What follows belongs to an exercise in optimizing a design on an open flow for small area, a short achievable clock period and few clock cycles; a production flow would make more cautious choices.
Function was not checked in any run shown here: the RTL went through the layout flow alone.
Power and IR drop assume default switching activity.

## flow/design.v (module list and top-level ports; edited modules follow where they fit)
// module mul: 953 lines
module mul
(
	input clk,
	input rst,
	input  [31:0] a,
	input  [31:0] b,
	input start,
	output [31:0] res_mul,
	output logic vld
);
  // ...
==> flow/flow/run.sh <==
#!/bin/bash
# The standard ORFS layout, with the port buffers that ORFS inserts before
# global placement made of sky130_fd_sc_hd__buf_4 instead of the delay
# buffer that buffer_ports picks by default.
set -euo pipefail
cd "$(dirname "$0")/.."
export BUFFER_PORTS_ARGS="-buffer_cell sky130_fd_sc_hd__buf_4"
bash standard.sh finish > standard.log 2>&1
==> flow/standard.sh <==
#!/bin/bash
# synth_recipe.tcl (not shown) runs the flow's synth.tcl, then flattens the netlist and writes it again
# the make line also repeats each setting of config.mk as NAME=value (left out here)
make -C /OpenROAD-flow-scripts/flow DESIGN_CONFIG=/design/flow/config.mk WORK_HOME=/design/flow/orfs CLKGATE_MAP_FILE= SYNTH_SCRIPT=/design/flow/synth_recipe.tcl "${@:-finish}"
==> flow/config.mk <==
export PLATFORM = sky130hd
export DESIGN_NAME = mul
export DESIGN_NICKNAME = mul
export VERILOG_FILES = /design/flow/design.v
export SDC_FILE = /design/flow/constraint.sdc
export NUM_CORES = 4
export LEC_CHECK = 0
export CAP_MARGIN = 20
export CORE_MARGIN = 2
export CORE_UTILIZATION = 40
export SETUP_SLACK_MARGIN = 5
export SLEW_MARGIN = 20
==> flow/constraint.sdc <==
create_clock -name core_clock -period 12.0 [get_ports {clk}]
set_input_delay 2.4000 -clock core_clock [delete_from_list [all_inputs] [get_ports {clk}]]
set_output_delay 2.4000 -clock core_clock [all_outputs]
set_load 0.01 [all_outputs]
==> results.txt, run 1 <==
* Post-synth top cells: a22oi_1 (222), inv_1 (200), fa_1 (196)
* Total global-route track usage at 22.88%
* Status: finished clean
* Count of buffers from port buffering at 99
* HP Start: rst
* Metal-1 WL at 16.59 mm
* Met3 Resource Use GR at 4.663%
* Fin. Hold Viols at 0
* Slowest-stage cell, CP: nor2b_1
* Busiest grt layer: met2
* CTS Hold Bufs at 0
* Cell repeated most along the worst path: xnor2_1
* Synth Flop Type: dfxtp_1
* Final Util at 44.45%
* Most frequent cell after synthesis: a22oi_1
* Met1 Use GR at around 29%
* Top Layer Used: met4
* Multi-input combinational area share at 72.69%
* Largest net degree at the start of global routing at 68
* CP Class: input port to flop
* Repair and plain buffers at 125
* Cells after synthesis at 1563
* Antenna viol nets, final at 0
* Setup TNS at 0 ns
* Post-synth ARST share at 0%
* Post-synth net total at 1901
* CP Capture Point: s735_q
* Largest area contributor in the netlist: fa_1
* Fin. max-slew vios at 0
* Adder-cell share of the synthesized area at 34.60%
==> run 2, diff against run 1 <==
--- a/flow/design.v
+++ b/flow/design.v
@@ -430,18 +430,18 @@
 assign s313 = bn5 ^ pp11 ^ pp41;
 assign c314 = (bn5 & pp11) | (pp41 & (bn5 ^ pp11));
 assign s315 = pp69 ^ pp95 ^ pp119;
 assign c316 = (pp69 & pp95) | (pp119 & (pp69 ^ pp95));
 assign s317 = pp141 ^ c306 ^ s313;
 assign c318 = (pp141 & c306) | (s313 & (pp141 ^ c306));
 assign s319 = s315 ^ c308 ^ s317;
 assign c320 = (s315 & c308) | (s317 & (s315 ^ c308));
-assign s321 = c312 ^ c310;
-assign c322 = c312 & c310;
+assign s321 = c310 ^ c312;
+assign c322 = c310 & c312;
 assign s323 = pp12 ^ pp42 ^ pp70;
 assign c324 = (pp12 & pp42) | (pp70 & (pp12 ^ pp42));
 assign s325 = pp96 ^ pp120 ^ pp142;
 assign c326 = (pp96 & pp120) | (pp142 & (pp96 ^ pp120));
 assign s327 = c314 ^ c316 ^ s323;
 assign c328 = (c314 & c316) | (s323 & (c314 ^ c316));
 assign s329 = s325 ^ c318 ^ s327;
 assign c330 = (s325 & c318) | (s327 & (s325 ^ c318));
@@ -644,18 +644,18 @@
 assign s547 = c518 ^ c520 ^ c522;
 assign c548 = (c518 & c520) | (c522 & (c518 ^ c520));
 assign s549 = s537 ^ s539 ^ s541;
 assign c550 = (s537 & s539) | (s541 & (s537 ^ s539));
 assign s551 = s543 ^ c524 ^ c526;
 assign c552 = (s543 & c524) | (c526 & (s543 ^ c524));
 assign s553 = s545 ^ s547 ^ s549;
 assign c554 = (s545 & s547) | (s549 & (s545 ^ s547));
-assign s555 = c528 ^ s551 ^ c530;
-assign c556 = (c528 & s551) | (c530 & (c528 ^ s551));
+assign s555 = c528 ^ c530 ^ s551;
+assign c556 = (c528 & c530) | (s551 & (c528 ^ c530));
 assign s561 = pp26 ^ pp56 ^ pp84;
 assign c562 = (pp26 & pp56) | (pp84 & (pp26 ^ pp56));
 assign s563 = pp110 ^ pp134 ^ pp156;
 assign c564 = (pp110 & pp134) | (pp156 & (pp110 ^ pp134));
 assign s565 = pp176 ^ pp194 ^ pp210;
 assign c566 = (pp176 & pp194) | (pp210 & (pp176 ^ pp194));
 assign s567 = pp224 ^ pp236 ^ pp246;
 assign c568 = (pp224 & pp236) | (pp246 & (pp224 ^ pp236));
@@ -664,18 +664,18 @@
 assign s571 = c542 ^ c544 ^ s561;
 assign c572 = (c542 & c544) | (s561 & (c542 ^ c544));
 assign s573 = s563 ^ s565 ^ s567;
 assign c574 = (s563 & s565) | (s567 & (s563 ^ s565));
 assign s575 = c546 ^ c548 ^ c550;
 assign c576 = (c546 & c548) | (c550 & (c546 ^ c548));
 assign s577 = s569 ^ s571 ^ s573;
 assign c578 = (s569 & s571) | (s573 & (s569 ^ s571));
-assign s579 = c552 ^ s575 ^ c554;
-assign c580 = (c552 & s575) | (c554 & (c552 ^ s575));
+assign s579 = c552 ^ c554 ^ s575;
+assign c580 = (c552 & c554) | (s575 & (c552 ^ c554));
 assign s585 = bn13 ^ pp27 ^ pp57;
 assign c586 = (bn13 & pp27) | (pp57 & (bn13 ^ pp27));
 assign s587 = pp85 ^ pp111 ^ pp135;
 assign c588 = (pp85 & pp111) | (pp135 & (pp85 ^ pp111));
 assign s589 = pp157 ^ pp177 ^ pp195;
 assign c590 = (pp157 & pp177) | (pp195 & (pp157 ^ pp177));
 assign s591 = pp211 ^ pp225 ^ pp237;
 assign c592 = (pp211 & pp225) | (pp237 & (pp211 ^ pp225));
@@ -686,18 +686,18 @@
 assign s597 = c568 ^ s585 ^ s587;
 assign c598 = (c568 & s585) | (s587 & (c568 ^ s585));
 assign s599 = s589 ^ s591 ^ s593;
 assign c600 = (s589 & s591) | (s593 & (s589 ^ s591));
 assign s601 = c570 ^ c572 ^ c574;
 assign c602 = (c570 & c572) | (c574 & (c570 ^ c572));
 assign s603 = s595 ^ s597 ^ s599;
 assign c604 = (s595 & s597) | (s599 & (s595 ^ s597));
-assign s605 = c576 ^ s601 ^ c578;
-assign c606 = (c576 & s601) | (c578 & (c576 ^ s601));
+assign s605 = c576 ^ c578 ^ s601;
+assign c606 = (c576 & c578) | (s601 & (c576 ^ c578));
 assign s611 = pp28 ^ pp58 ^ pp86;
 assign c612 = (pp28 & pp58) | (pp86 & (pp28 ^ pp58));
 assign s613 = pp112 ^ pp136 ^ pp158;
 assign c614 = (pp112 & pp136) | (pp158 & (pp112 ^ pp136));
 assign s615 = pp178 ^ pp196 ^ pp212;
 assign c616 = (pp178 & pp196) | (pp212 & (pp178 ^ pp196));
 assign s617 = pp226 ^ pp238 ^ pp248;
 assign c618 = (pp226 & pp238) | (pp248 & (pp226 ^ pp238));
@@ -708,18 +708,18 @@
 assign s623 = c594 ^ s611 ^ s613;
 assign c624 = (c594 & s611) | (s613 & (c594 ^ s611));
 assign s625 = s615 ^ s617 ^ c596;
 assign c626 = (s615 & s617) | (c596 & (s615 ^ s617));
 assign s627 = c598 ^ c600 ^ s619;
 assign c628 = (c598 & c600) | (s619 & (c598 ^ c600));
 assign s629 = s621 ^ s623 ^ c602;
 assign c630 = (s621 & s623) | (c602 & (s621 ^ s623));
-assign s631 = s625 ^ s627 ^ c604;
-assign c632 = (s625 & s627) | (c604 & (s625 ^ s627));
+assign s631 = s625 ^ c604 ^ s627;
+assign c632 = (s625 & c604) | (s627 & (s625 ^ c604));
 assign s637 = bn14 ^ pp29 ^ pp59;
 assign c638 = (bn14 & pp29) | (pp59 & (bn14 ^ pp29));
 assign s639 = pp87 ^ pp113 ^ pp137;
 assign c640 = (pp87 & pp113) | (pp137 & (pp87 ^ pp113));
 assign s641 = pp159 ^ pp179 ^ pp197;
 assign c642 = (pp159 & pp179) | (pp197 & (pp159 ^ pp179));
 assign s643 = pp213 ^ pp227 ^ pp239;
 assign c644 = (pp213 & pp227) | (pp239 & (pp213 ^ pp227));
@@ -752,18 +752,18 @@
 assign s677 = c644 ^ c646 ^ s665;
 assign c678 = (c644 & c646) | (s665 & (c644 ^ c646));
 assign s679 = s667 ^ s669 ^ s671;
 assign c680 = (s667 & s669) | (s671 & (s667 ^ s669));
 assign s681 = s673 ^ c648 ^ c650;
 assign c682 = (s673 & c648) | (c650 & (s673 ^ c648));
 assign s683 = c652 ^ s675 ^ s677;
 assign c684 = (c652 & s675) | (s677 & (c652 ^ s675));
-assign s685 = s679 ^ c654 ^ s681;
-assign c686 = (s679 & c654) | (s681 & (s679 ^ c654));
+assign s685 = s679 ^ c654 ^ c656;
+assign c686 = (s679 & c654) | (c656 & (s679 ^ c654));
 assign s693 = bn15 ^ pp31 ^ pp61;
 assign c694 = (bn15 & pp31) | (pp61 & (bn15 ^ pp31));
 assign s695 = pp89 ^ pp115 ^ pp139;
 assign c696 = (pp89 & pp115) | (pp139 & (pp89 ^ pp115));
 assign s697 = pp161 ^ pp181 ^ pp199;
 assign c698 = (pp161 & pp181) | (pp199 & (pp161 ^ pp181));
 assign s699 = pp215 ^ pp229 ^ pp241;
 assign c700 = (pp215 & pp229) | (pp241 & (pp215 ^ pp229));
@@ -776,41 +776,41 @@
 assign s707 = c674 ^ s693 ^ s695;
 assign c708 = (c674 & s693) | (s695 & (c674 ^ s693));
 assign s709 = s697 ^ s699 ^ s701;
 assign c710 = (s697 & s699) | (s701 & (s697 ^ s699));
 assign s711 = c676 ^ c678 ^ c680;
 assign c712 = (c676 & c678) | (c680 & (c676 ^ c678));
 assign s713 = s703 ^ s705 ^ s707;
 assign c714 = (s703 & s705) | (s707 & (s703 ^ s705));
-assign s715 = s709 ^ c682 ^ s711;
-assign c716 = (s709 & c682) | (s711 & (s709 ^ c682));
+assign s715 = s709 ^ c682 ^ c684;
+assign c716 = (s709 & c682) | (c684 & (s709 ^ c682));
 assign s723 = pp32 ^ pp62 ^ pp90;
 assign s724 = pp116 ^ pp140 ^ pp162;
 assign s725 = pp182 ^ pp200 ^ pp216;
 assign s726 = pp230 ^ pp242 ^ pp252;
 assign s727 = pp260 ^ pp266 ^ pp270;
 assign s728 = pp272 ^ s723 ^ s724;
 assign s729 = s725 ^ s726 ^ s727;
 assign s730 = c694 ^ c696 ^ c698;
 assign s731 = c700 ^ c702 ^ s728;
 assign s732 = s729 ^ s730 ^ c704;
-assign s733 = c706 ^ s731 ^ c708;
-assign s734 = c710 ^ s732 ^ s733;
+assign s733 = c706 ^ c708 ^ c710;
+assign s734 = s731 ^ s732 ^ s733;
 assign s735 = c712 ^ c714 ^ s734;
-logic s445_q, c430_q, s447_q, c432_q, c434_q, s465_q, c448_q, s467_q, s485_q, c468_q, s487_q, s507_q, c488_q, s509_q, s529_q, c510_q;
-logic s531_q, s553_q, c532_q, s555_q, s577_q, c556_q, s579_q, s603_q, c580_q, s605_q, s629_q, c606_q, s631_q, s653_q, s655_q, c630_q;
-logic s657_q, c632_q, c656_q, s683_q, c658_q, s685_q, c684_q, s713_q, c686_q, s715_q, s735_q, c716_q, pp1_q, pp2_q, pp33_q, c274_q;
+logic c430_q, s445_q, s447_q, c432_q, c434_q, s465_q, c448_q, s467_q, s485_q, c468_q, s487_q, s507_q, c488_q, s509_q, s529_q, c510_q;
+logic s531_q, s553_q, c532_q, s555_q, s577_q, c556_q, s579_q, s603_q, c580_q, s605_q, c606_q, s629_q, s631_q, s653_q, s655_q, c630_q;
+logic c632_q, s657_q, s681_q, s683_q, c658_q, s685_q, s711_q, s713_q, c686_q, s715_q, c716_q, s735_q, pp1_q, pp2_q, pp33_q, c274_q;
 logic s277_q, s281_q, s287_q, s293_q, c296_q, s309_q, s319_q, c322_q, c332_q, s353_q, s367_q, c370_q, c384_q, c400_q, c416_q, bn0_q;
 logic s273_q, s275_q, s279_q, s283_q, s289_q, s295_q, s303_q, s311_q, s321_q, s331_q, s343_q, s355_q, s369_q, s383_q, s399_q, s415_q;
 logic s433_q;
 always_ff @(posedge clk) begin
 	vld <= start & ~rst;
-	s445_q <= s445;
 	c430_q <= c430;
+	s445_q <= s445;
 	s447_q <= s447;
 	c432_q <= c432;
 	c434_q <= c434;
 	s465_q <= s465;
 	c448_q <= c448;
 	s467_q <= s467;
 	s485_q <= s485;
 	c468_q <= c468;
@@ -825,34 +825,34 @@
 	c532_q <= c532;
 	s555_q <= s555;
 	s577_q <= s577;
 	c556_q <= c556;
 	s579_q <= s579;
 	s603_q <= s603;
 	c580_q <= c580;
 	s605_q <= s605;
-	s629_q <= s629;
 	c606_q <= c606;
+	s629_q <= s629;
 	s631_q <= s631;
 	s653_q <= s653;
 	s655_q <= s655;
 	c630_q <= c630;
-	s657_q <= s657;
 	c632_q <= c632;
-	c656_q <= c656;
+	s657_q <= s657;
+	s681_q <= s681;
 	s683_q <= s683;
 	c658_q <= c658;
 	s685_q <= s685;
-	c684_q <= c684;
+	s711_q <= s711;
 	s713_q <= s713;
 	c686_q <= c686;
 	s715_q <= s715;
-	s735_q <= s735;
 	c716_q <= c716;
+	s735_q <= s735;
 	pp1_q <= pp1;
 	pp2_q <= pp2;
 	pp33_q <= pp33;
 	c274_q <= c274;
 	s277_q <= s277;
 	s281_q <= s281;
 	s287_q <= s287;
 	s293_q <= s293;
@@ -885,18 +885,18 @@
 	s399_q <= s399;
 	s415_q <= s415;
 	s433_q <= s433;
 end
 logic s449, c450, s451, c452, s469, c470, s471, c472, s489, c490, s491, c492, s511, c512, s513, c514;
 logic s533, c534, s535, c536, s557, c558, s559, c560, s581, c582, s583, c584, s607, c608, s609, c610;
 logic s633, c634, s635, c636, s659, c660, s661, c662, s663, c664, s687, c688, s689, c690, s691, c692;
 logic s717, c718, s719, c720, s721, c722, s736, s737;
-assign s449 = s445_q ^ c430_q ^ s447_q;
-assign c450 = (s445_q & c430_q) | (s447_q & (s445_q ^ c430_q));
+assign s449 = c430_q ^ s445_q ^ s447_q;
+assign c450 = (c430_q & s445_q) | (s447_q & (c430_q ^ s445_q));
 assign s451 = c432_q ^ c434_q;
 assign c452 = c432_q & c434_q;
 assign s469 = s465_q ^ c448_q ^ s467_q;
 assign c470 = (s465_q & c448_q) | (s467_q & (s465_q ^ c448_q));
 assign s471 = c450 ^ c452;
 assign c472 = c450 & c452;
 assign s489 = s485_q ^ c468_q ^ s487_q;
 assign c490 = (s485_q & c468_q) | (s487_q & (s485_q ^ c468_q));
@@ -917,37 +917,37 @@
 assign s581 = s577_q ^ c556_q ^ s579_q;
 assign c582 = (s577_q & c556_q) | (s579_q & (s577_q ^ c556_q));
 assign s583 = c558 ^ s581;
 assign c584 = c558 & s581;
 assign s607 = s603_q ^ c580_q ^ s605_q;
 assign c608 = (s603_q & c580_q) | (s605_q & (s603_q ^ c580_q));
 assign s609 = c582 ^ s607;
 assign c610 = c582 & s607;
-assign s633 = s629_q ^ c606_q ^ s631_q;
-assign c634 = (s629_q & c606_q) | (s631_q & (s629_q ^ c606_q));
+assign s633 = c606_q ^ s629_q ^ s631_q;
+assign c634 = (c606_q & s629_q) | (s631_q & (c606_q ^ s629_q));
 assign s635 = c608 ^ s633;
 assign c636 = c608 & s633;
 assign s659 = s653_q ^ s655_q ^ c630_q;
 assign c660 = (s653_q & s655_q) | (c630_q & (s653_q ^ s655_q));
-assign s661 = s657_q ^ c632_q ^ s659;
-assign c662 = (s657_q & c632_q) | (s659 & (s657_q ^ c632_q));
+assign s661 = c632_q ^ s657_q ^ s659;
+assign c662 = (c632_q & s657_q) | (s659 & (c632_q ^ s657_q));
 assign s663 = c634 ^ c636;
 assign c664 = c634 & c636;
-assign s687 = c656_q ^ s683_q ^ c658_q;
-assign c688 = (c656_q & s683_q) | (c658_q & (c656_q ^ s683_q));
+assign s687 = s681_q ^ s683_q ^ c658_q;
+assign c688 = (s681_q & s683_q) | (c658_q & (s681_q ^ s683_q));
 assign s689 = s685_q ^ c660 ^ s687;
 assign c690 = (s685_q & c660) | (s687 & (s685_q ^ c660));
 assign s691 = c662 ^ c664;
 assign c692 = c662 & c664;
-assign s717 = c684_q ^ s713_q ^ c686_q;
-assign c718 = (c684_q & s713_q) | (c686_q & (c684_q ^ s713_q));
+assign s717 = s711_q ^ s713_q ^ c686_q;
+assign c718 = (s711_q & s713_q) | (c686_q & (s711_q ^ s713_q));
 assign s719 = s715_q ^ c688 ^ s717;
 assign c720 = (s715_q & c688) | (s717 & (s715_q ^ c688));
 assign s721 = c690 ^ s719;
 assign c722 = c690 & s719;
-assign s736 = s735_q ^ c716_q ^ c718;
+assign s736 = c716_q ^ s735_q ^ c718;
 assign s737 = s736 ^ c720;
 logic [31:0] r0, r1;
 assign r0 = {c722, c692, s689, s661, c610, c584, c560, c536, c514, c492, c472, s469, s449, c416_q, c400_q, c384_q, c370_q, s367_q, s353_q, c332_q, c322_q, s319_q, s309_q, c296_q, s293_q, s287_q, s281_q, s277_q, c274_q, pp33_q, pp2_q, pp1_q};
 assign r1 = {s737, s721, s691, s663, s635, s609, s583, s559, s535, s513, s491, s471, s451, s433_q, s415_q, s399_q, s383_q, s369_q, s355_q, s343_q, s331_q, s321_q, s311_q, s303_q, s295_q, s289_q, s283_q, s279_q, s275_q, s273_q, 1'b0, bn0_q};
 assign res_mul = r0 + r1;
 endmodule
==> flow/flow/run.sh (replaced) <==
#!/bin/bash
# The standard ORFS layout with three changes to how it is made:
#  - synthesis skips the generic ABC pass inside Yosys's synth command
#    (SYNTH_ARGS=-noabc), so extract_fa sees the adders as written and maps
#    them to full-adder cells without inverters between them; registers and
#    their names are the standard synthesis's;
#  - the port buffers are sky130_fd_sc_hd__buf_4 instead of a delay buffer;
#  - repair_timing aims for a larger setup margin.
set -euo pipefail
cd "$(dirname "$0")/.."
export SYNTH_ARGS="-noabc"
export BUFFER_PORTS_ARGS="-buffer_cell sky130_fd_sc_hd__buf_4"
export SETUP_SLACK_MARGIN=6.5
bash standard.sh finish > standard.log 2>&1
==> flow/config.mk (replaced) <==
export PLATFORM = sky130hd
export DESIGN_NAME = mul
export DESIGN_NICKNAME = mul
export VERILOG_FILES = /design/flow/design.v
export SDC_FILE = /design/flow/constraint.sdc
export NUM_CORES = 4
export LEC_CHECK = 0
export CAP_MARGIN = 20
export CORE_MARGIN = 2
export CORE_UTILIZATION = 55
export SLEW_MARGIN = 20
==> run 2 against run 1 <==
  * Worst hold slack improved by 0.0050 ns
  * Flip-flop and latch count did not move
  * Synthesized cell count fell by 13%
  * Utilization rose by 25 points
  * Highest routed layer unchanged
==> results.txt, run 2 <==
* Busiest grt layer: met2 (unchanged)
* Count of buffers from port buffering at 99 (unchanged)
* Max Clk Rate at 177.2 MHz (was 156.5 MHz)
* RSZ-0062 raised after global routing: yes (was no)
* Num CTS Buffers at 9 (unchanged)
* CTS sink count at 82 (unchanged)
* Core Rows at 57 (was 68)
* Endpoints failing setup at 0 (unchanged)
* Die Ht at 159.8 um (was 191.4 um)
* Main combinational cell family by area after synthesis: adder cells (unchanged)
* Placed Area at 14180 um^2 (was 15070 um^2)
* Post-Layout Cell Count at 1797 (was 2021)
* Largest net degree at the start of global routing at 60 (was 68)
* DIE AREA at 25540 um^2 (was 36650 um^2)
* Synth Flop Type: dfxtp_1 (unchanged)
* Htree depth at 3 (unchanged)
* CTS tree: yes (unchanged)
* First-pass GRT wire length at 70.61 mm (was 64.03 mm)
* Buf+Inv Stages, Crit Path at 3 (unchanged)
* DP Cell Count at 1671 (was 2005)
* Cell repeated most along the worst path: buf_4 (was xnor2_1)
* Setup TNS at 0 ns (unchanged)
* Crit path cell chain: fa_2 -> ha_4 -> ha_4 -> nand4_1 -> buf_4 -> nor2_4 -> nand4_1 -> a211oi_4 -> nor3_4 -> or2_4 -> buf_4 -> xnor2_2 -> buf_4 (was buf_4 -> ha_1 -> nor2b_1 -> inv_2 -> xnor2_1 -> fa_1 -> fa_1 -> inv_1 -> fa_1 -> xor2_1 -> xnor2_1 -> xnor2_1 -> xnor2_1 -> xnor2_1 -> xnor3_1)
* DR WL/cell at 26.64 um (was 20.13 um)
* Area delta synth->final at 25.13% (was 9.269%)
* CORE AREA at 24110 um^2 (was 34540 um^2)
* Crit-path max FO at 4 (was 24)
* Slowest-stage cell, CP: fa_2 (was nor2b_1)
* IO Pins at 100 (unchanged)
* Post-synthesis sequential area ratio at 12.29% (was 11.68%)
* Top cell type's share of synthesized area at 29.39% (was 27.92%)
* Met1 Use GR at 50.40% (was 29.34%)
* Final worst setup slack at 6.358 ns (was 5.610 ns)
* Number of detailed-route iterations in the first pass at 7 (was 8)
* Routed vias/inst at 6.486 (was 5.572)
* GPL Wtd Cong at 0.8824 (was 0.8763)
* Synth Area in XOR/XNOR at 21.62% (was 18.33%)
* DIE WIDTH at 159.8 um (was 191.4 um)
* Fin. Hold Viols at 0 (unchanged)
* #FFs+latches synth at 82 (unchanged)
* Met3 Resource Use GR at 9.065% (was 4.663%)
* Initial DRC count at 1411 (was 992)
* Worst EP arrival at 3.24 ns (was 6.65 ns)
* Adder-cell share of the synthesized area at 36.41% (was 34.60%)
* Total wire length at 47.88 mm (was 40.69 mm)
* Clk buf depth at 2 (unchanged)
* Number of unique standard cell types used by synthesis at 59 (was 53)
* CTS Hold Bufs at 0 (unchanged)
* Fin. max-slew vios at 0 (unchanged)
* Pwr dens at 355.4 nW/um^2 (was 323.2 nW/um^2)
* Grt met2 use at 56.63% (was 37.34%)
* Final Util at 69.31% (was 44.45%)
* CP max stage delay at 0.41 ns (was 0.51 ns)
* EDFF count, synth at 0 (unchanged)
* Antenna violations before repair at 0 (unchanged)
* Post-synth top cells: xnor2_1 (287), a22oi_1 (220), fa_1 (196) (was a22oi_1 (222), inv_1 (200), fa_1 (196))
* Total number of vias at 11660 (was 11260)
* Worst hold-check path type: input port to flop (unchanged)
* Worst endpoint required time at 9.60 ns (was 12.26 ns)
* Crit. End Element: primary output (was flop)
* Initial Util at 55.39% (was 40.68%)
* Ant. Diodes at 0 (unchanged)
* Total global-route track usage at 36.80% (was 22.88%)
* Worst Tran Pin Value at 0.6761 ns (was 0.8381 ns)
* Most frequent cell after synthesis: xnor2_1 (was a22oi_1)
* Most common cell after layout, fill and taps aside: xnor2_1 (was a22oi_1)
* Final instance area at 16710 um^2 (was 15350 um^2)
* CP Class: flop to primary output (was input port to flop)
* Mux cell area share after synthesis at 0% (was 1.068%)
* Final period utilization at 47.01% (was 53.25%)
* YS warnings at 1 (unchanged)
* GR Overflow Total at 0 (unchanged)
* Status: finished clean (unchanged)
* Vias in the first global route at 11380 (was 11450)
* CP startpoint kind: flop (was input port)
* Layout Nets at 1807 (was 1899)
* Syn avg cell area at 9.847 um^2 (was 8.991 um^2)
* Cells after synthesis at 1356 (was 1563)
* Largest area contributor in the netlist: fa_1 (unchanged)
* CP top delay family: adder cells (unchanged)
* Dpl hpwl at 29.46 mm (was 29.86 mm)
* Max-slew headroom at 54.60% (was 44.01%)
* Antenna viol nets, final at 0 (unchanged)
* Simple-Gate Fraction of Synth Area at 4.423% (was 7.096%)
* DRC viols at 0 (unchanged)
* CTS clk-pin slew, worst paths at 0.07 ns (about the same)
* Synth area leaders: fa_1 (29%), xnor2_1 (19%), a22oi_1 (12%) (was fa_1 (28%), a22oi_1 (12%), dfxtp_1 (12%))
* Fin crit period at 5.642 ns (was 6.390 ns)
* Most frequent cells in the layout: xnor2_1 (279), a22oi_1 (212), fa_1 (181), buf_4 (169), dfxtp_1 (78) (was a22oi_1 (222), inv_1 (200), fa_1 (196), xor2_1 (148), xnor2_1 (141))
* Leakage at 6.497 nW (was 6.803 nW)
* Max VDD drop at 0.0005455 V (was 0.0004113 V)
* Clock root cell: clkbuf_16 (unchanged)
* Post-synth net total at 1694 (was 1901)
* Layout cells sized above 1 at 25.80% (was 9.962%)
* Synth Area in Compound Gates at 20.42% (was 18.07%)
* Synthesized area at 13350 um^2 (was 14050 um^2)
* Post-synth ARST share at 0% (unchanged)
* DP Worst Slack at 5.215 ns (was 5.272 ns)
* Max Cap Viol at 0 (unchanged)
==> run 2: kinds of logic (layout without fill, tap and decap cells) <==
family	Yosys count	count (layout)
AO/OA/AOI/OAI	385	385
XOR/XNOR	328	328
adder cells (fa/ha/maj)	271	271
buffers and inverters	167	284
AND/OR/NAND/NOR	123	123
flip-flops	82	82
==> run 2: routing by layer <==
layer	vias up	part of all wire, %
met2	852	44
met4	0	5.4
met5	-	0
met1	5676	39
met3	203	12
li1	4924	-
==> run 2: final cells by class <==
type	count	area (um^2)
clock buffer	10	229.0
inverter	45	294.0
fill	1852	7397
multi-input combinational	1107	11900
timing repair buffer	222	2117
sequential	82	1647
clock inverter	5	103.9
timing repair inverter	2	17.52
tap	324	405.4
==> run 2: path summary, 6_finish.rpt <==
| check | from | to | slack, ns | cells past startpoint |
|---|---|---|---|---|
| worst max-delay path | c430_q | res_mul[27] | 6.36 | 13 |
| worst min-delay path | rst | vld | 2.19 | 2 |
==> run 2: power by group <==
group / total, W / switching (W) / internal, W / leakage (nW)
Clock: 0.000333 / 0.000130 / 0.000203 / 0.163
Combinational: 0.00510 / 0.00258 / 0.00252 / 5.64
Sequential: 0.000505 / 0.0000588 / 0.000446 / 0.690
==> run 2: timing repair <==
| action | in CTS | in global routing |
|---|---|---|
| buffers inserted | 57 | 44 |
| resized for setup | 142 | 94 |
| cloned | 7 | 3 |
| endpoints found under the setup margin | 64 | 27 |
| pin swaps | 52 | 75 |
==> run 2: stage by stage <==
step	hold slack (ns)	power [W]
after detailed placement	2.561	0.004761
after global routing	2.185	0.006429
after floorplan	2.428	0.003302
after global placement	2.556	0.004695
after CTS	2.177	0.005569
final	2.186	0.005939

## afterwards: timing with drivers on the ports
No port has a modelled driver above. Below, the same layouts with a new extraction and two added sets of constraints. Step 1 assumes that a clkbuf_16 drives the clock port and a buf_2 every other input. Step 2 times the ports against the registers' clock, not the clock port: input delays grow and output delays shrink by t, the midpoint of the rising clock arrivals with the driver on. a / b / c = ideal / step 1 / step 2; a / b = the first two.
run	t, ns	setup slack, ns	worst hold slack (ns)	clock arrival spread, ns	worst register clock-pin slew, ns
run 1	0.416	5.610 / 5.635 / 5.218	2.181 / 2.162 / 2.579	0.011 / 0.011	0.07 / 0.07
run 2	0.405	6.358 / 6.310 / 5.972	2.186 / 2.171 / 2.576	0.026 / 0.027	0.09 / 0.09
After both steps every run listed still meets setup and hold. The setup slack of run 1, which loses most, moves by +0.025 ns with the drivers and by -0.392 ns with both steps.
